Context: an optimization exercise on an open-source flow, tuned for small area and a short achievable clock period. The choices shown serve that exercise and are no tape-out recipe.
RTL that was checked went through simulation tests only; none was proved equivalent to the original.
Only the layout flow was run in run 1; the RTL was not checked for function there.

==> flow/design.v (outline; a module is shown in full before it is edited, if it fits) <==
// module cordic: 3098 lines
module cordic (
    input  wire        clk,
    input  wire        rst,
    input  wire        valid_i,
    input  wire signed [16:0] x_i,
    input  wire signed [16:0] y_i,
    output wire        valid_o,
    output wire signed [16:0] x_o,
    output wire signed [16:0] y_o
    );
  // ...
==> flow/run.sh <==
#!/bin/bash
# synth_recipe.tcl (not shown) runs the flow's synth.tcl, then flattens the netlist and writes it again
# the make line also repeats each setting of config.mk as NAME=value (left out here)
make -C /OpenROAD-flow-scripts/flow DESIGN_CONFIG=/design/flow/config.mk WORK_HOME=/design/flow/orfs CLKGATE_MAP_FILE= SYNTH_SCRIPT=/design/flow/synth_recipe.tcl finish
==> flow/config.mk <==
export PLATFORM = sky130hd
export DESIGN_NAME = cordic
export DESIGN_NICKNAME = cordic
export VERILOG_FILES = /design/flow/design.v
export SDC_FILE = /design/flow/constraint.sdc
export NUM_CORES = 4
export LEC_CHECK = 0
export CAP_MARGIN = 20
export CORE_MARGIN = 2
export CORE_UTILIZATION = 40
export SETUP_SLACK_MARGIN = 2.5
export SLEW_MARGIN = 20
==> flow/constraint.sdc <==
create_clock -name core_clock -period 4.6 [get_ports {clk}]
set_input_delay 0.9200 -clock core_clock [delete_from_list [all_inputs] [get_ports {clk}]]
set_output_delay 0.9200 -clock core_clock [all_outputs]
set_load 0.01 [all_outputs]
==> qor.yml, run 1 <==
synth:
  synth.top_cell.area_share_pct: 33.1
  avgSynthCellArea_um2: 10.2
  synthTopCellsByCount: "dfxtp_1, inv_1, ha_1"
  synthTopCellsByArea: "dfxtp_1, ha_1, fa_1"
  synth_ff_type: "dfxtp_1"
  synth_mux_area_share_pct: 0.485
  ys_warn_count: 1
sta:
  clock_skew_ns: 0.0323
  finalHoldViolCount: 0
  slew_headroom_pct: 49.8
  fmax_mhz: 303
  fin_ws_ns: 1.30
detailed_routing:
  wl_per_cell_um: 17.4
  top_layer: "met4"
final_layout:
  fin_cells: 5063
  seq_cell_count: 575
  clockBufferCount: 81
  n_antenna_cell: 0
  seq_area_mm2: 0.0116
  final_cell_mix: "dfxtp_1, inv_1, ha_1, buf_4, xnor2_1"
  clock_area_share_pct: 4.89
run_status:
  status: "timing/DRC/antenna clean"
worst_hold_path:
  min-delay-start: "vp[8]"
clock_network:
  clk_pin_slew_ns: 0.06
  cts_setup_buffers: 217
  cts-root-buf: "clkbuf_16"
  clkSinkCount: 575
  insertion_delay_ns: 0.62
  cts_buffers: 67
floorplan:
  std_cell_rows: 108
  die_h_um: 299
  die_w_um: 299
global_routing:
  grt_pass1_vias: 26600
  grtUsageMet3_pct: 2.47
  overflow: 0
critical_path:
  cp-end-kind: "flop"
place:
  placed_area_mm2: 0.0386
==> run 2, diff against run 1 <==
--- a/flow/design.v
+++ b/flow/design.v
@@ -20,18 +20,18 @@
     assign ay = y_i[16] ? -y_i : y_i;
     reg [16:0] rx_a, ry_a;
     reg rd_a;
     always @(posedge clk) begin rx_a <= ax; ry_a <= ay; rd_a <= |y_i[15:0]; end
     wire [16:0] x0, y0, xs0, ys0, nx0, ny0;
     wire d0;
     assign x0 = rx_a; assign y0 = ry_a;
     assign d0 = rd_a;
-    assign xs0 = $signed(x0) >>> 0;
-    assign ys0 = $signed(y0) >>> 0;
+    assign xs0 = x0;
+    assign ys0 = y0;
     wire [16:0] nx0_b = ys0 ^ {17{1'b0}};
     wire [16:0] nx0_s;
     wire [17:0] nx0_s_p, nx0_s_g;
     assign nx0_s_g[0] = 1'b0;
     assign nx0_s_p[0] = 1'b0;
     assign nx0_s_p[1] = x0[0] ^ nx0_b[0];
     assign nx0_s_g[1] = x0[0] & nx0_b[0];
     assign nx0_s_p[2] = x0[1] ^ nx0_b[1];
@@ -225,18 +225,18 @@
     assign ny0 = ny0_s;
     reg [16:0] rx0, ry0;
     reg rd0;
     always @(posedge clk) begin rx0 <= nx0; ry0 <= ny0; rd0 <= ~ny0[16] & (|ny0[15:0]); end
     wire [16:0] x1, y1, xs1, ys1, nx1, ny1;
     wire d1;
     assign x1 = rx0; assign y1 = ry0;
     assign d1 = rd0;
-    assign xs1 = $signed(x1) >>> 1;
-    assign ys1 = $signed(y1) >>> 1;
+    assign xs1 = {{1{x1[16]}}, x1[16:1]};
+    assign ys1 = {{1{y1[16]}}, y1[16:1]};
     wire [16:0] nx1_b = ys1 ^ {17{~d1}};
     wire [16:0] nx1_s;
     wire [17:0] nx1_s_p, nx1_s_g;
     assign nx1_s_g[0] = ~d1;
     assign nx1_s_p[0] = 1'b0;
     assign nx1_s_p[1] = x1[0] ^ nx1_b[0];
     assign nx1_s_g[1] = x1[0] & nx1_b[0];
     assign nx1_s_p[2] = x1[1] ^ nx1_b[1];
@@ -430,18 +430,18 @@
     assign ny1 = ny1_s;
     reg [16:0] rx1, ry1;
     reg rd1;
     always @(posedge clk) begin rx1 <= nx1; ry1 <= ny1; rd1 <= ~ny1[16] & (|ny1[15:0]); end
     wire [16:0] x2, y2, xs2, ys2, nx2, ny2;
     wire d2;
     assign x2 = rx1; assign y2 = ry1;
     assign d2 = rd1;
-    assign xs2 = $signed(x2) >>> 2;
-    assign ys2 = $signed(y2) >>> 2;
+    assign xs2 = {{2{x2[16]}}, x2[16:2]};
+    assign ys2 = {{2{y2[16]}}, y2[16:2]};
     wire [16:0] nx2_b = ys2 ^ {17{~d2}};
     wire [16:0] nx2_s;
     wire [17:0] nx2_s_p, nx2_s_g;
     assign nx2_s_g[0] = ~d2;
     assign nx2_s_p[0] = 1'b0;
     assign nx2_s_p[1] = x2[0] ^ nx2_b[0];
     assign nx2_s_g[1] = x2[0] & nx2_b[0];
     assign nx2_s_p[2] = x2[1] ^ nx2_b[1];
@@ -635,18 +635,18 @@
     assign ny2 = ny2_s;
     reg [16:0] rx2, ry2;
     reg rd2;
     always @(posedge clk) begin rx2 <= nx2; ry2 <= ny2; rd2 <= ~ny2[16] & (|ny2[15:0]); end
     wire [16:0] x3, y3, xs3, ys3, nx3, ny3;
     wire d3;
     assign x3 = rx2; assign y3 = ry2;
     assign d3 = rd2;
-    assign xs3 = $signed(x3) >>> 3;
-    assign ys3 = $signed(y3) >>> 3;
+    assign xs3 = {{3{x3[16]}}, x3[16:3]};
+    assign ys3 = {{3{y3[16]}}, y3[16:3]};
     wire [16:0] nx3_b = ys3 ^ {17{~d3}};
     wire [16:0] nx3_s;
     wire [17:0] nx3_s_p, nx3_s_g;
     assign nx3_s_g[0] = ~d3;
     assign nx3_s_p[0] = 1'b0;
     assign nx3_s_p[1] = x3[0] ^ nx3_b[0];
     assign nx3_s_g[1] = x3[0] & nx3_b[0];
     assign nx3_s_p[2] = x3[1] ^ nx3_b[1];
@@ -840,18 +840,18 @@
     assign ny3 = ny3_s;
     reg [16:0] rx3, ry3;
     reg rd3;
     always @(posedge clk) begin rx3 <= nx3; ry3 <= ny3; rd3 <= ~ny3[16] & (|ny3[15:0]); end
     wire [16:0] x4, y4, xs4, ys4, nx4, ny4;
     wire d4;
     assign x4 = rx3; assign y4 = ry3;
     assign d4 = rd3;
-    assign xs4 = $signed(x4) >>> 4;
-    assign ys4 = $signed(y4) >>> 4;
+    assign xs4 = {{4{x4[16]}}, x4[16:4]};
+    assign ys4 = {{4{y4[16]}}, y4[16:4]};
     wire [16:0] nx4_b = ys4 ^ {17{~d4}};
     wire [16:0] nx4_s;
     wire [17:0] nx4_s_p, nx4_s_g;
     assign nx4_s_g[0] = ~d4;
     assign nx4_s_p[0] = 1'b0;
     assign nx4_s_p[1] = x4[0] ^ nx4_b[0];
     assign nx4_s_g[1] = x4[0] & nx4_b[0];
     assign nx4_s_p[2] = x4[1] ^ nx4_b[1];
@@ -1045,18 +1045,18 @@
     assign ny4 = ny4_s;
     reg [16:0] rx4, ry4;
     reg rd4;
     always @(posedge clk) begin rx4 <= nx4; ry4 <= ny4; rd4 <= ~ny4[16] & (|ny4[15:0]); end
     wire [16:0] x5, y5, xs5, ys5, nx5, ny5;
     wire d5;
     assign x5 = rx4; assign y5 = ry4;
     assign d5 = rd4;
-    assign xs5 = $signed(x5) >>> 5;
-    assign ys5 = $signed(y5) >>> 5;
+    assign xs5 = {{5{x5[16]}}, x5[16:5]};
+    assign ys5 = {{5{y5[16]}}, y5[16:5]};
     wire [16:0] nx5_b = ys5 ^ {17{~d5}};
     wire [16:0] nx5_s;
     wire [17:0] nx5_s_p, nx5_s_g;
     assign nx5_s_g[0] = ~d5;
     assign nx5_s_p[0] = 1'b0;
     assign nx5_s_p[1] = x5[0] ^ nx5_b[0];
     assign nx5_s_g[1] = x5[0] & nx5_b[0];
     assign nx5_s_p[2] = x5[1] ^ nx5_b[1];
@@ -1250,18 +1250,18 @@
     assign ny5 = ny5_s;
     reg [16:0] rx5, ry5;
     reg rd5;
     always @(posedge clk) begin rx5 <= nx5; ry5 <= ny5; rd5 <= ~ny5[16] & (|ny5[15:0]); end
     wire [16:0] x6, y6, xs6, ys6, nx6, ny6;
     wire d6;
     assign x6 = rx5; assign y6 = ry5;
     assign d6 = rd5;
-    assign xs6 = $signed(x6) >>> 6;
-    assign ys6 = $signed(y6) >>> 6;
+    assign xs6 = {{6{x6[16]}}, x6[16:6]};
+    assign ys6 = {{6{y6[16]}}, y6[16:6]};
     wire [16:0] nx6_b = ys6 ^ {17{~d6}};
     wire [16:0] nx6_s;
     wire [17:0] nx6_s_p, nx6_s_g;
     assign nx6_s_g[0] = ~d6;
     assign nx6_s_p[0] = 1'b0;
     assign nx6_s_p[1] = x6[0] ^ nx6_b[0];
     assign nx6_s_g[1] = x6[0] & nx6_b[0];
     assign nx6_s_p[2] = x6[1] ^ nx6_b[1];
@@ -1455,18 +1455,18 @@
     assign ny6 = ny6_s;
     reg [16:0] rx6, ry6;
     reg rd6;
     always @(posedge clk) begin rx6 <= nx6; ry6 <= ny6; rd6 <= ~ny6[16] & (|ny6[15:0]); end
     wire [16:0] x7, y7, xs7, ys7, nx7, ny7;
     wire d7;
     assign x7 = rx6; assign y7 = ry6;
     assign d7 = rd6;
-    assign xs7 = $signed(x7) >>> 7;
-    assign ys7 = $signed(y7) >>> 7;
+    assign xs7 = {{7{x7[16]}}, x7[16:7]};
+    assign ys7 = {{7{y7[16]}}, y7[16:7]};
     wire [16:0] nx7_b = ys7 ^ {17{~d7}};
     wire [16:0] nx7_s;
     wire [17:0] nx7_s_p, nx7_s_g;
     assign nx7_s_g[0] = ~d7;
     assign nx7_s_p[0] = 1'b0;
     assign nx7_s_p[1] = x7[0] ^ nx7_b[0];
     assign nx7_s_g[1] = x7[0] & nx7_b[0];
     assign nx7_s_p[2] = x7[1] ^ nx7_b[1];
@@ -1660,18 +1660,18 @@
     assign ny7 = ny7_s;
     reg [16:0] rx7, ry7;
     reg rd7;
     always @(posedge clk) begin rx7 <= nx7; ry7 <= ny7; rd7 <= ~ny7[16] & (|ny7[15:0]); end
     wire [16:0] x8, y8, xs8, ys8, nx8, ny8;
     wire d8;
     assign x8 = rx7; assign y8 = ry7;
     assign d8 = rd7;
-    assign xs8 = $signed(x8) >>> 8;
-    assign ys8 = $signed(y8) >>> 8;
+    assign xs8 = {{8{x8[16]}}, x8[16:8]};
+    assign ys8 = {{8{y8[16]}}, y8[16:8]};
     wire [16:0] nx8_b = ys8 ^ {17{~d8}};
     wire [16:0] nx8_s;
     wire [17:0] nx8_s_p, nx8_s_g;
     assign nx8_s_g[0] = ~d8;
     assign nx8_s_p[0] = 1'b0;
     assign nx8_s_p[1] = x8[0] ^ nx8_b[0];
     assign nx8_s_g[1] = x8[0] & nx8_b[0];
     assign nx8_s_p[2] = x8[1] ^ nx8_b[1];
@@ -1865,18 +1865,18 @@
     assign ny8 = ny8_s;
     reg [16:0] rx8, ry8;
     reg rd8;
     always @(posedge clk) begin rx8 <= nx8; ry8 <= ny8; rd8 <= ~ny8[16] & (|ny8[15:0]); end
     wire [16:0] x9, y9, xs9, ys9, nx9, ny9;
     wire d9;
     assign x9 = rx8; assign y9 = ry8;
     assign d9 = rd8;
-    assign xs9 = $signed(x9) >>> 9;
-    assign ys9 = $signed(y9) >>> 9;
+    assign xs9 = {{9{x9[16]}}, x9[16:9]};
+    assign ys9 = {{9{y9[16]}}, y9[16:9]};
     wire [16:0] nx9_b = ys9 ^ {17{~d9}};
     wire [16:0] nx9_s;
     wire [17:0] nx9_s_p, nx9_s_g;
     assign nx9_s_g[0] = ~d9;
     assign nx9_s_p[0] = 1'b0;
     assign nx9_s_p[1] = x9[0] ^ nx9_b[0];
     assign nx9_s_g[1] = x9[0] & nx9_b[0];
     assign nx9_s_p[2] = x9[1] ^ nx9_b[1];
@@ -2070,18 +2070,18 @@
     assign ny9 = ny9_s;
     reg [16:0] rx9, ry9;
     reg rd9;
     always @(posedge clk) begin rx9 <= nx9; ry9 <= ny9; rd9 <= ~ny9[16] & (|ny9[15:0]); end
     wire [16:0] x10, y10, xs10, ys10, nx10, ny10;
     wire d10;
     assign x10 = rx9; assign y10 = ry9;
     assign d10 = rd9;
-    assign xs10 = $signed(x10) >>> 10;
-    assign ys10 = $signed(y10) >>> 10;
+    assign xs10 = {{10{x10[16]}}, x10[16:10]};
+    assign ys10 = {{10{y10[16]}}, y10[16:10]};
     wire [16:0] nx10_b = ys10 ^ {17{~d10}};
     wire [16:0] nx10_s;
     wire [17:0] nx10_s_p, nx10_s_g;
     assign nx10_s_g[0] = ~d10;
     assign nx10_s_p[0] = 1'b0;
     assign nx10_s_p[1] = x10[0] ^ nx10_b[0];
     assign nx10_s_g[1] = x10[0] & nx10_b[0];
     assign nx10_s_p[2] = x10[1] ^ nx10_b[1];
@@ -2275,18 +2275,18 @@
     assign ny10 = ny10_s;
     reg [16:0] rx10, ry10;
     reg rd10;
     always @(posedge clk) begin rx10 <= nx10; ry10 <= ny10; rd10 <= ~ny10[16] & (|ny10[15:0]); end
     wire [16:0] x11, y11, xs11, ys11, nx11, ny11;
     wire d11;
     assign x11 = rx10; assign y11 = ry10;
     assign d11 = rd10;
-    assign xs11 = $signed(x11) >>> 11;
-    assign ys11 = $signed(y11) >>> 11;
+    assign xs11 = {{11{x11[16]}}, x11[16:11]};
+    assign ys11 = {{11{y11[16]}}, y11[16:11]};
     wire [16:0] nx11_b = ys11 ^ {17{~d11}};
     wire [16:0] nx11_s;
     wire [17:0] nx11_s_p, nx11_s_g;
     assign nx11_s_g[0] = ~d11;
     assign nx11_s_p[0] = 1'b0;
     assign nx11_s_p[1] = x11[0] ^ nx11_b[0];
     assign nx11_s_g[1] = x11[0] & nx11_b[0];
     assign nx11_s_p[2] = x11[1] ^ nx11_b[1];
@@ -2480,18 +2480,18 @@
     assign ny11 = ny11_s;
     reg [16:0] rx11, ry11;
     reg rd11;
     always @(posedge clk) begin rx11 <= nx11; ry11 <= ny11; rd11 <= ~ny11[16] & (|ny11[15:0]); end
     wire [16:0] x12, y12, xs12, ys12, nx12, ny12;
     wire d12;
     assign x12 = rx11; assign y12 = ry11;
     assign d12 = rd11;
-    assign xs12 = $signed(x12) >>> 12;
-    assign ys12 = $signed(y12) >>> 12;
+    assign xs12 = {{12{x12[16]}}, x12[16:12]};
+    assign ys12 = {{12{y12[16]}}, y12[16:12]};
     wire [16:0] nx12_b = ys12 ^ {17{~d12}};
     wire [16:0] nx12_s;
     wire [17:0] nx12_s_p, nx12_s_g;
     assign nx12_s_g[0] = ~d12;
     assign nx12_s_p[0] = 1'b0;
     assign nx12_s_p[1] = x12[0] ^ nx12_b[0];
     assign nx12_s_g[1] = x12[0] & nx12_b[0];
     assign nx12_s_p[2] = x12[1] ^ nx12_b[1];
@@ -2685,18 +2685,18 @@
     assign ny12 = ny12_s;
     reg [16:0] rx12, ry12;
     reg rd12;
     always @(posedge clk) begin rx12 <= nx12; ry12 <= ny12; rd12 <= ~ny12[16] & (|ny12[15:0]); end
     wire [16:0] x13, y13, xs13, ys13, nx13, ny13;
     wire d13;
     assign x13 = rx12; assign y13 = ry12;
     assign d13 = rd12;
-    assign xs13 = $signed(x13) >>> 13;
-    assign ys13 = $signed(y13) >>> 13;
+    assign xs13 = {{13{x13[16]}}, x13[16:13]};
+    assign ys13 = {{13{y13[16]}}, y13[16:13]};
     wire [16:0] nx13_b = ys13 ^ {17{~d13}};
     wire [16:0] nx13_s;
     wire [17:0] nx13_s_p, nx13_s_g;
     assign nx13_s_g[0] = ~d13;
     assign nx13_s_p[0] = 1'b0;
     assign nx13_s_p[1] = x13[0] ^ nx13_b[0];
     assign nx13_s_g[1] = x13[0] & nx13_b[0];
     assign nx13_s_p[2] = x13[1] ^ nx13_b[1];
@@ -2890,18 +2890,18 @@
     assign ny13 = ny13_s;
     reg [16:0] rx13, ry13;
     reg rd13;
     always @(posedge clk) begin rx13 <= nx13; ry13 <= ny13; rd13 <= ~ny13[16] & (|ny13[15:0]); end
     wire [16:0] x14, y14, xs14, ys14, nx14, ny14;
     wire d14;
     assign x14 = rx13; assign y14 = ry13;
     assign d14 = rd13;
-    assign xs14 = $signed(x14) >>> 14;
-    assign ys14 = $signed(y14) >>> 14;
+    assign xs14 = {{14{x14[16]}}, x14[16:14]};
+    assign ys14 = {{14{y14[16]}}, y14[16:14]};
     wire [16:0] nx14_b = ys14 ^ {17{~d14}};
     wire [16:0] nx14_s;
     wire [17:0] nx14_s_p, nx14_s_g;
     assign nx14_s_g[0] = ~d14;
     assign nx14_s_p[0] = 1'b0;
     assign nx14_s_p[1] = x14[0] ^ nx14_b[0];
     assign nx14_s_g[1] = x14[0] & nx14_b[0];
     assign nx14_s_p[2] = x14[1] ^ nx14_b[1];
==> flow/config.mk (replaced) <==
export PLATFORM = sky130hd
export DESIGN_NAME = cordic
export DESIGN_NICKNAME = cordic
export VERILOG_FILES = /design/flow/design.v
export SDC_FILE = /design/flow/constraint.sdc
export NUM_CORES = 4
export LEC_CHECK = 0
export CAP_MARGIN = 20
export CORE_MARGIN = 2
export CORE_UTILIZATION = 40
export CTS_BUF_LIST = sky130_fd_sc_hd__clkbuf_4 sky130_fd_sc_hd__clkbuf_8
export SETUP_SLACK_MARGIN = 1.5
export SLEW_MARGIN = 20
==> run 2 against run 1 <==
  * Still clean
  * First-iteration DRC count up 1.1%
  * Non-clock buffer count down 222
  * Area after synthesis unchanged
  * Worst hold slack worse by 0.046 ns
  * Die area unchanged
  * Largest cell class unchanged
  * Highest routed layer unchanged
==> qor.yml, run 2 <==
synth:
  netlist_instances: 3398
  avgSynthCellArea_um2: 10.2  # unchanged
  netlist_area_mm2: 0.0348
  synth_cell_types: 54
  synth_top_area_cell: "dfxtp_1"
  ys_warn_count: 1  # unchanged
  synthTopCellsByCount: "dfxtp_1, inv_1, ha_1"
  synth_ff_type: "dfxtp_1"
  ys_seq_area_share_pct: 33.1
  synth_enable_flop_cells: 0
  synth-seq-cells: 575
  syn_nets: 4098
  synth.top_cell.area_share_pct: 33.1  # unchanged
  synthTopCellsByArea: "dfxtp_1, ha_1, fa_1"
  async_flop_share_pct: 0
  yosysMostFrequentCell: "dfxtp_1"
clock_network:
  cts-hold-fix-buffers: 0
  cts-root-buf: "clkbuf_8"
  insertion_delay_ns: 0.75  # +0.13 ns
  clk_pin_slew_ns: 0.06  # about the same
  htreeDepth: 3
  clockBufferDepth: 3
  cts_buffers: 99  # +48%
  cts_tree: "built"
  clkSinkCount: 575  # unchanged
detailed_routing:
  drt-initial-drc-count: 750
  route.detailed.drc: 0
  viasPerCell: 4.77
  first_pass_iters: 6
  postRouteAntennaNets: 0
  wl_per_cell_um: 15.7  # -9.7%
  vias: 23400
  drt-total-wl_um: 77200
critical_path:
  max_stage_delay_ns: 0.53
  startpoint_type: "flop"
  regToRegSetupSlack_ns: 1.32
  r2r_start: "rd_a"
  rr_worst_depth: 13
  critPathLaunch: "rd_a"
  cp-endpoint: "rd0"
  worstPathMaxFanout: 8
  setup.worst_path.class: "reg2reg"
  cp.arrival_ns: 3.89
  cp-end-kind: "flop"
  slowest_stage: "fa_1"
  required_ns: 5.21
  worstPathCellList: "xor2_1, ha_1, nand2_1, nor3b_2, nor4_2, o31ai_2, o21ai_2, o21a_1, fa_1, inv_1, or4_4, nor4_4, a31oi_1"
  r2r-end: "rd0"
floorplan:
  boundaryPins: 72
  dieArea_mm2: 0.0894
  die_h_um: 299  # unchanged
  std_cell_rows: 108  # unchanged
  die_w_um: 299  # unchanged
  core-area_mm2: 0.0865
  initial_utilization_pct: 40.3
place:
  dp_hpwl_um: 61900
  port_buffers: 71
  dp.cells: 4605
  place.gp.congestion: 0.819
sta:
  slew_headroom_pct: 51.8  # +1.9 points
  finalHoldViolCount: 0  # unchanged
  period_needed_ns: 3.28
  slew_viol_final: 0
  worstMarginPinSlew_ns: 0.721
  period_share_pct: 71.2
  setup-tns-final_ns: 0
  finalSetupViolCount: 0
  fmax_mhz: 305  # +0.68%
  clock_skew_ns: 0.0633  # +0.0309 ns
  rsz0062_at_grt: "yes"
worst_hold_path:
  hold_class: "reg2reg"
  min-delay-start: "vp[5]"
global_routing:
  grt_start_max_net_pins: 22
  overflow: 0  # unchanged
  antenna_found_initial: 1
  grt_pass1_vias: 24700  # -7.1%
  track_usage_pct: 17.4
  grt_pass1_wl_um: 125000
final_layout:
  fin_cells: 4908  # -3.1%
  final_cell_mix: "dfxtp_1, inv_1, ha_1, xnor2_1, fa_1"
  mostFrequentLayoutCell: "dfxtp_1"
  nNetsFinal: 4370
  layout-drive-gt1-share_pct: 15.4
  syn2layout_area_growth_pct: 20.1
job:
  drv_cap: 0
run_status:
  status: "timing/DRC/antenna clean"
[run 2: area by class of cell]
| class | count | area (um^2) |
|---|---|---|
| clock inverters | 40 | 587 |
| flip-flops and latches | 575 | 11600 |
| well taps | 1155 | 1450 |
| fillers | 8006 | 44700 |
| multi-input cells | 2349 | 22800 |
| clock buffers | 143 | 1840 |
| diodes | 1 | 2.50 |
| repair buffers | 206 | 1880 |
| inverters | 439 | 1650 |
[run 2: through the flow]
step | setup slack [ns] | hold WS [ns] | area [um^2] | utilization [%]
floorplan | 1.30 | 0.414 | 35300 | -
global placement | 0.925 | 0.417 | 37200 | 43.0
detailed placement | 0.856 | 0.422 | 37200 | 43.0
CTS | 1.20 | 0.377 | 40500 | 46.8
global route | 1.09 | 0.395 | 41800 | 48.3
finish | 1.32 | 0.386 | 41800 | 48.3
[run 2: cells by family after synthesis]
group,count (synthesis),share of synthesized area [%]
AO/OA/AOI/OAI,546,9.74
XOR/XNOR,566,14.2
adder cells (fa/ha/maj),663,29.0
buffers and inverters,474,5.16
flip-flops,575,33.1
multiplexers,15,0.485
AND/OR/NAND/NOR,559,8.32
[run 2: worst max-delay path, delay by kind of cell (launching register included)]
| family | cells | cell delay (ns) |
|---|---|---|
| AOI/OAI and AO/OA | 4 | 0.65 |
| xor gates and xnor gates | 1 | 0.17 |
| adders and majority gates | 2 | 0.85 |
| buffers and inverters | 1 | 0.05 |
| DFF | 1 | 0.39 |
| and+or+nand+nor | 5 | 1.04 |
[run 2: worst min path at each step]
| stage | to | cells after the start |
|---|---|---|
| final | vp[6] | 1 |
| after global routing | vp[6] | 1 |
| after CTS | vp[6] | 1 |
| after detailed placement | vp[8] | 1 |
| after global placement | vp[9] | 1 |
| after floorplan | vp[10] | 1 |
[run 2: timing repair]
action                                  in CTS  in global routing
pin swaps                                   54                106
cloned                                       0                  0
resized for setup                           78                179
endpoints found under the setup margin     122                 61
buffers inserted                            66                 53
[run 2: routing by layer]
metal,vias to the layer above,global-route usage (%),wire length (um)
li1,11800,-,-
met1,11100,19.9,32000
met2,300,32.6,40400
met3,151,2.73,2280
met4,0,6.62,2550
met5,-,0,0
==> run 3, diff against run 2 <==
--- a/flow/config.mk
+++ b/flow/config.mk
@@ -7,7 +7,7 @@
 export LEC_CHECK = 0
 export CAP_MARGIN = 20
 export CORE_MARGIN = 2
-export CORE_UTILIZATION = 40
+export CORE_UTILIZATION = 55
 export CTS_BUF_LIST = sky130_fd_sc_hd__clkbuf_4 sky130_fd_sc_hd__clkbuf_8
 export SETUP_SLACK_MARGIN = 1.5
 export SLEW_MARGIN = 20
==> run 3 against run 2 <==
  * Via count rose by 2.5%
  * Wire length grew 4.0%
  * Utilization rose by 17 points
  * Flip-flop and latch count did not move
  * Worst hold slack gained 0.049 ns
  * Clock-buffer cell count grew 8
  * Die area down 27%
  * Worst setup slack got worse by 0.057 ns
  * Critical endpoint unchanged
  * Highest routed layer unchanged
==> qor.yml, run 3 <==
sta:
  period_share_pct: 72.5  # +1.2 points
  period_needed_ns: 3.33  # +0.0566 ns
  setup-tns-final_ns: 0  # unchanged
  finalHoldViolCount: 0  # unchanged
  rsz0062_at_grt: "yes"
  slew_viol_final: 0  # unchanged
  clock_skew_ns: 0.0374  # -0.0258 ns
  fin_hold_ws_ns: 0.434  # +0.0487 ns
  fmax_mhz: 300  # -1.7%
  slew_headroom_pct: 57.9  # +6.1 points
  worstMarginPinSlew_ns: 0.630  # -0.0906 ns
  finalSetupViolCount: 0  # unchanged
detailed_routing:
  drt-total-wl_um: 80300  # +4.0%
  wl_per_cell_um: 17.5  # +11%
  route.detailed.drc: 0  # unchanged
  viasPerCell: 5.23  # +9.7%
  wl_met2_um: 37400  # -7.5%
  top_layer: "met4"
  vias: 24000  # +2.5%
  postRouteAntennaNets: 0  # unchanged
  first_pass_iters: 5  # -1
  wl_met3_um: 2640  # +16%
  wl_met1_um: 37900  # +18%
  drt-initial-drc-count: 1109  # +48%
synth:
  synth.top_cell.area_share_pct: 33.1  # unchanged
  async_flop_share_pct: 0  # unchanged
  netlist_area_mm2: 0.0348  # unchanged
  synth_ff_type: "dfxtp_1"
  avgSynthCellArea_um2: 10.2  # unchanged
  ys_seq_area_share_pct: 33.1  # unchanged
  synth-seq-cells: 575  # unchanged
  synth_enable_flop_cells: 0  # unchanged
  synth_top_area_cell: "dfxtp_1"
  netlist_instances: 3398  # unchanged
  yosysMostFrequentCell: "dfxtp_1"
  syn_nets: 4098  # unchanged
  synth_cell_types: 54  # unchanged
  ys_warn_count: 1  # unchanged
  synthTopCellsByCount: "dfxtp_1, inv_1, ha_1"
  synthTopCellsByArea: "dfxtp_1, ha_1, fa_1"
critical_path:
  required_ns: 5.16  # -0.05 ns
  slowest_stage: "fa_1"
  cp-end-kind: "flop"
  setup.worst_path.class: "reg2reg"
  cp.arrival_ns: 3.89  # about the same
  startpoint_type: "flop"
  worstPathCellList: "xor2_1, ha_1, nand2_2, nor3b_4, nor4_4, o31ai_4, o21ai_2, o21a_1, fa_1, inv_1, or4_4, nor4_2, a31oi_1"
  max_stage_delay_ns: 0.55  # +0.02 ns
  path_buf_inv: 1  # unchanged
  worstPathMaxFanout: 6  # -2
  cpLargestDelayFamily: "simple AND/OR/NAND/NOR gates"
final_layout:
  mostFrequentLayoutCell: "dfxtp_1"
  fillCellCount: 5113  # -36%
  fin_area_mm2: 0.0412  # -1.5%
  nNetsFinal: 4358  # -0.27%
  layout-drive-gt1-share_pct: 15.1  # -0.30 points
  final_cell_mix: "dfxtp_1, inv_1, ha_1, xnor2_1, fa_1"
  syn2layout_area_growth_pct: 18.2
place:
  dp_hpwl_um: 63200  # +2.1%
  placed_area_mm2: 0.0368  # -1.0%
  place.gp.congestion: 0.857  # +4.7%
  port_buffers: 71  # unchanged
clock_network:
  cts_buffers: 97  # -2.0%
  clockBufferDepth: 3  # unchanged
  cts_tree: "built"
  cts-hold-fix-buffers: 0  # unchanged
  htreeDepth: 3  # unchanged
  clk_pin_slew_ns: 0.06  # about the same
  cts-root-buf: "clkbuf_8"
  clkSinkCount: 575  # unchanged
  insertion_delay_ns: 0.70  # -0.05 ns
global_routing:
  antenna_found_initial: 1  # unchanged
  grt_pass1_vias: 25600  # +3.6%
  track_usage_pct: 24.6  # +7.2 points
  grt_start_max_net_pins: 20  # -9.1%
  grt_pass1_wl_um: 130000  # +3.7%
  overflow: 0  # unchanged
floorplan:
  initial_utilization_pct: 55.4  # +15 points
  die_w_um: 256  # -15%
  core-area_mm2: 0.0629  # -27%
  dieArea_mm2: 0.0653  # -27%
  die_h_um: 256  # -15%
  boundaryPins: 72  # unchanged
  std_cell_rows: 92  # -15%
worst_hold_path:
  hold_class: "reg2reg"
job:
  drv_cap: 0  # unchanged
run_status:
  status: "timing/DRC/antenna clean"
## run 3: changes by cell type in the layout (fill, tap and decap cells not counted), sizes merged
cell	previous run	this run
clkinvlp	9	5
inv	441	439
bufinv	13	8
diode	1	3
clkinv	16	11
buf	135	124
clkbuf	143	152
## run 3: cell families (layout without fill, tap and decap cells)
kind of cell	count (synthesis)	in the layout	synth area share [%]
xor gates and xnor gates	566	566	14.2
AOI/OAI and AO/OA	546	546	9.74
adders and majority gates	663	663	29.0
DFF	575	575	33.1
muxes	15	15	0.485
and+or+nand+nor	559	559	8.32
other	0	3	0
buffers and inverters	474	810	5.16
## run 3: worst paths after layout
kind               start     end  slack [ns]  depth (start not counted)
hold reg to reg   vp[13]  vp[14]        0.43                          1
hold / removal    vp[13]  vp[14]        0.43                          1
setup reg to reg    rd_a     rd0        1.27                         13
setup / recovery    rd_a     rd0        1.27                         13
## run 3: worst reg2reg max path: stages, from the launching register on
cell,delay (ns)
dfxtp_4,0.38
xor2_1,0.17
ha_1,0.34
nand2_2,0.09
nor3b_4,0.26
nor4_4,0.08
o31ai_4,0.23
o21ai_2,0.10
o21a_1,0.19
fa_1,0.55
inv_1,0.07
or4_4,0.49
nor4_2,0.14
a31oi_1,0.11
## run 3: stage by stage
step | util, % | worst slack, ns | std cells
finish | 65.5 | 1.27 | 4583
global route | 65.5 | 1.15 | 4583
CTS | 63.5 | 1.17 | 4540
detailed placement | 58.6 | 0.839 | 4296
global placement | 58.6 | 0.932 | 4296
floorplan | - | 1.30 | 3398
## run 3: area by class of cell
class                      count  area, um^2  share of cell area, %
antenna                        3        7.51                 0.0182
clock buffer                 151        1900                   4.61
clock inverter                24         337                  0.818
inverter                     439        1650                   4.01
multi-input combinational   2349       22900                   55.5
sequential                   575       11600                   28.1
tap                          846        1060                   2.57
timing repair buffer         196        1780                   4.32
## run 3: what timing repair did
action | 4_1_cts | 5_1_grt
endpoints found under the setup margin | 115 | 58
pin swaps | 76 | 110
gates resized for setup | 83 | 178
buffers inserted | 69 | 40
cloned | 0 | 0
## run 3: per-layer routing
layer / vias to the layer above / track usage, %
met5: - / 0
met4: 0 / 8.09
met3: 154 / 3.18
met2: 392 / 40.7
met1: 11600 / 33.6
li1: 11800 / -
==> run 4, diff against run 3 <==
--- a/flow/config.mk
+++ b/flow/config.mk
@@ -7,7 +7,6 @@
 export LEC_CHECK = 0
 export CAP_MARGIN = 20
 export CORE_MARGIN = 2
-export CORE_UTILIZATION = 55
-export CTS_BUF_LIST = sky130_fd_sc_hd__clkbuf_4 sky130_fd_sc_hd__clkbuf_8
+export CORE_UTILIZATION = 40
 export SETUP_SLACK_MARGIN = 1.5
 export SLEW_MARGIN = 20
==> run 4 against run 3 <==
  * Still clean on timing, DRC and antenna
  * Utilization shrank 18 points
  * Synthesized cell count did not move
  * Clock skew is 0.0062 ns lower
  * Worst hold slack gained 0.0014 ns
  * Register-to-register slack improved by 0.06 ns
  * Wire length shrank 4.7%
  * Flip-flop and latch count stayed put
  * Global-route usage is 7.3 points lower
  * Highest routed layer unchanged
==> qor.yml, run 4 <==
run_status:
  status: "timing/DRC/antenna clean"
clock_network:
  clk_pin_slew_ns: 0.06  # about the same
  cts-root-buf: "clkbuf_16"
  htreeDepth: 3  # unchanged
  insertion_delay_ns: 0.62  # -0.08 ns
  clockBufferDepth: 3  # unchanged
  cts_buffers: 68  # -30%
  clkSinkCount: 575  # unchanged
  cts_tree: "built"
sta:
  fin_hold_ws_ns: 0.436  # +0.00135 ns
  period_needed_ns: 3.28  # -0.0561 ns
  worstMarginPinSlew_ns: 0.756  # +0.126 ns
  rsz0062_at_grt: "yes"
  setup-tns-final_ns: 0  # unchanged
  finalSetupViolCount: 0  # unchanged
  clock_skew_ns: 0.0313  # -0.00615 ns
  finalHoldViolCount: 0  # unchanged
  period_share_pct: 71.2  # -1.2 points
  slew_headroom_pct: 49.4  # -8.4 points
  fmax_mhz: 305  # +1.7%
  slew_viol_final: 0  # unchanged
synth:
  synth_enable_flop_cells: 0  # unchanged
  syn_nets: 4098  # unchanged
  synthTopCellsByArea: "dfxtp_1, ha_1, fa_1"
  avgSynthCellArea_um2: 10.2  # unchanged
  synth_top_area_cell: "dfxtp_1"
  yosysMostFrequentCell: "dfxtp_1"
  synth_cell_types: 54  # unchanged
  netlist_area_mm2: 0.0348  # unchanged
  ys_seq_area_share_pct: 33.1  # unchanged
  ys_warn_count: 1  # unchanged
  async_flop_share_pct: 0  # unchanged
  synthTopCellsByCount: "dfxtp_1, inv_1, ha_1"
  synth-seq-cells: 575  # unchanged
  synth.top_cell.area_share_pct: 33.1  # unchanged
  netlist_instances: 3398  # unchanged
  synth_ff_type: "dfxtp_1"
global_routing:
  grt.met2_usage_pct: 32.7  # -7.9 points
  grt_start_max_net_pins: 22  # +10%
  grt_pass1_vias: 24400  # -4.6%
  met1_usage_pct: 20.0  # -14 points
  overflow: 0  # unchanged
  track_usage_pct: 17.4  # -7.3 points
  grtUsageMet3_pct: 2.30  # -0.87 points
  grt_pass1_wl_um: 125000  # -3.9%
  antenna_found_initial: 0  # -1
  grt.busiest_layer: "met2"
worst_hold_path:
  hold_class: "reg2reg"
detailed_routing:
  drt-total-wl_um: 76500  # -4.7%
  first_pass_iters: 5  # unchanged
  viasPerCell: 4.81  # -8.2%
  route.detailed.drc: 0  # unchanged
  postRouteAntennaNets: 0  # unchanged
  wl_per_cell_um: 15.9  # -9.4%
  vias: 23200  # -3.4%
  drt-initial-drc-count: 785  # -29%
final_layout:
  final_core_util_pct: 47.8  # -18 points
  layout-drive-gt1-share_pct: 12.1  # -2.9 points
  mostFrequentLayoutCell: "dfxtp_1"
  syn2layout_area_growth_pct: 18.6
  n_antenna_cell: 0  # -3
  fin_area_mm2: 0.0413  # +0.32%
  multi_input_area_mm2: 0.0226  # -1.2%
  final_cell_mix: "dfxtp_1, inv_1, ha_1, xnor2_1, fa_1"
  seq_area_mm2: 0.0116  # about the same
  nNetsFinal: 4314  # -1.0%
  fillCellCount: 8042  # +57%
place:
  dp_hpwl_um: 61900  # -2.1%
  place.gp.congestion: 0.819  # -4.4%
  port_buffers: 71  # unchanged
  placed_area_mm2: 0.0372  # +1.0%
critical_path:
  startpoint_type: "flop"
  cp.arrival_ns: 3.76  # -0.13 ns
  setup.worst_path.class: "reg2reg"
  required_ns: 5.09  # -0.07 ns
  worstPathMaxFanout: 8  # +2
  cp-end-kind: "flop"
floorplan:
  boundaryPins: 72  # unchanged
  dieArea_mm2: 0.0894  # +37%
  die_w_um: 299  # +17%
  die_h_um: 299  # +17%
  core-area_mm2: 0.0865  # +38%
  std_cell_rows: 108  # +17%
  initial_utilization_pct: 40.3  # -15 points
job:
  drv_cap: 0  # unchanged
==> run 4: cell count changes in the layout (fill, tap and decap cells not counted), moves of 7 or more <==
cell       previous run  this run
clkbuf_1              0        11
clkbuf_4             30         0
dfxtp_2              15         5
nor4_2                7        15
dfxtp_1             546       555
buf_4               109        92
clkbuf_8            122         9
nand2_1             127       135
nand2_2              13         6
clkbuf_16             0        70
==> run 4: layer usage <==
| layer | up-vias | wire length, um |
|---|---|---|
| li1 | 11700 | - |
| met1 | 11000 | 31800 |
| met2 | 267 | 40300 |
| met3 | 132 | 1920 |
| met4 | 0 | 2430 |
| met5 | - | 0 |
==> run 4: cell type report <==
type / instances / area share (%)
inverter: 439 / 4.00
multi-input combinational: 2349 / 54.7
timing repair buffer: 181 / 4.03
clock buffer: 90 / 4.64
sequential: 575 / 28.0
tap: 1155 / 3.50
clock inverter: 31 / 1.15
==> run 4: path summary, 6_finish.rpt <==
check,cells past startpoint,slack [ns],end,startpoint
hold reg to reg,1,0.44,vp[3],vp[2]
setup / recovery,13,1.32,rd0,rd_a
hold / removal,1,0.44,vp[3],vp[2]
setup reg to reg,13,1.32,rd0,rd_a
==> run 4: metrics by stage <==
step / cells / setup WS (ns)
floorplan: 3398 / 1.30
global placement: 4605 / 0.925
detailed placement: 4605 / 0.856
CTS: 4789 / 1.20
global route: 4820 / 1.11
finish: 4820 / 1.32
==> run 4: worst max-delay path: stages, from the launching register on <==
cell and delay (ns):
dfxtp_4 0.38, xor2_1 0.17, ha_1 0.32, nand2_1 0.08
nor3b_2 0.22, nor4_2 0.09, o31ai_2 0.26, o21ai_2 0.10
o21a_1 0.19, fa_1 0.53, inv_1 0.05, or4_4 0.50
nor4_4 0.14, a31oi_1 0.11
==> run 4: logic make-up (layout without fill, tap and decap cells) <==
group,Yosys count,after routing,share of synthesized area [%]
adders and majority gates,663,663,29.0
and+or+nand+nor,559,559,8.32
xor gates and xnor gates,566,566,14.2
DFF,575,575,33.1
AOI/OAI and AO/OA,546,546,9.74
muxes,15,15,0.485
buffers and inverters,474,741,5.16
==> run 4: timing repair <==
item                       in CTS  in global routing
pin swaps                      56                 79
resized for setup              79                126
setup endpoints to repair     124                 59
hold buffers                    0                  0
setup buffers                  63                 31

==> separate check: timing with driven ports <==
Ports are ideal in the flow. The routed layouts listed here were re-timed in OpenROAD.
Step 1 sets driving cells, clkbuf_16 on the clock port and buf_2 on the other inputs (assumed; they add their load-dependent delay and slew).
Step 2, shift: input delay + t, output delay - t, t = (earliest + latest rising clock arrival at the registers) / 2. This alone moves slack from input paths to output paths.
Slacks: ideal ports / drivers / drivers and shift; pairs: ideal ports / drivers.
| run | shift t [ns] | setup slack, ns | slew at the worst register clock pin (ns) |
|---|---|---|---|
| run 1 | 0.669 | 1.301 / 1.301 / 1.301 | 0.06 / 0.06 |
| run 2 | 0.772 | 1.323 / 1.323 / 1.323 | 0.07 / 0.07 |
| run 3 | 0.730 | 1.267 / 1.267 / 1.267 | 0.07 / 0.07 |
| run 4 | 0.663 | 1.323 / 1.323 / 1.323 | 0.06 / 0.06 |
After both steps every run listed still meets setup and hold.
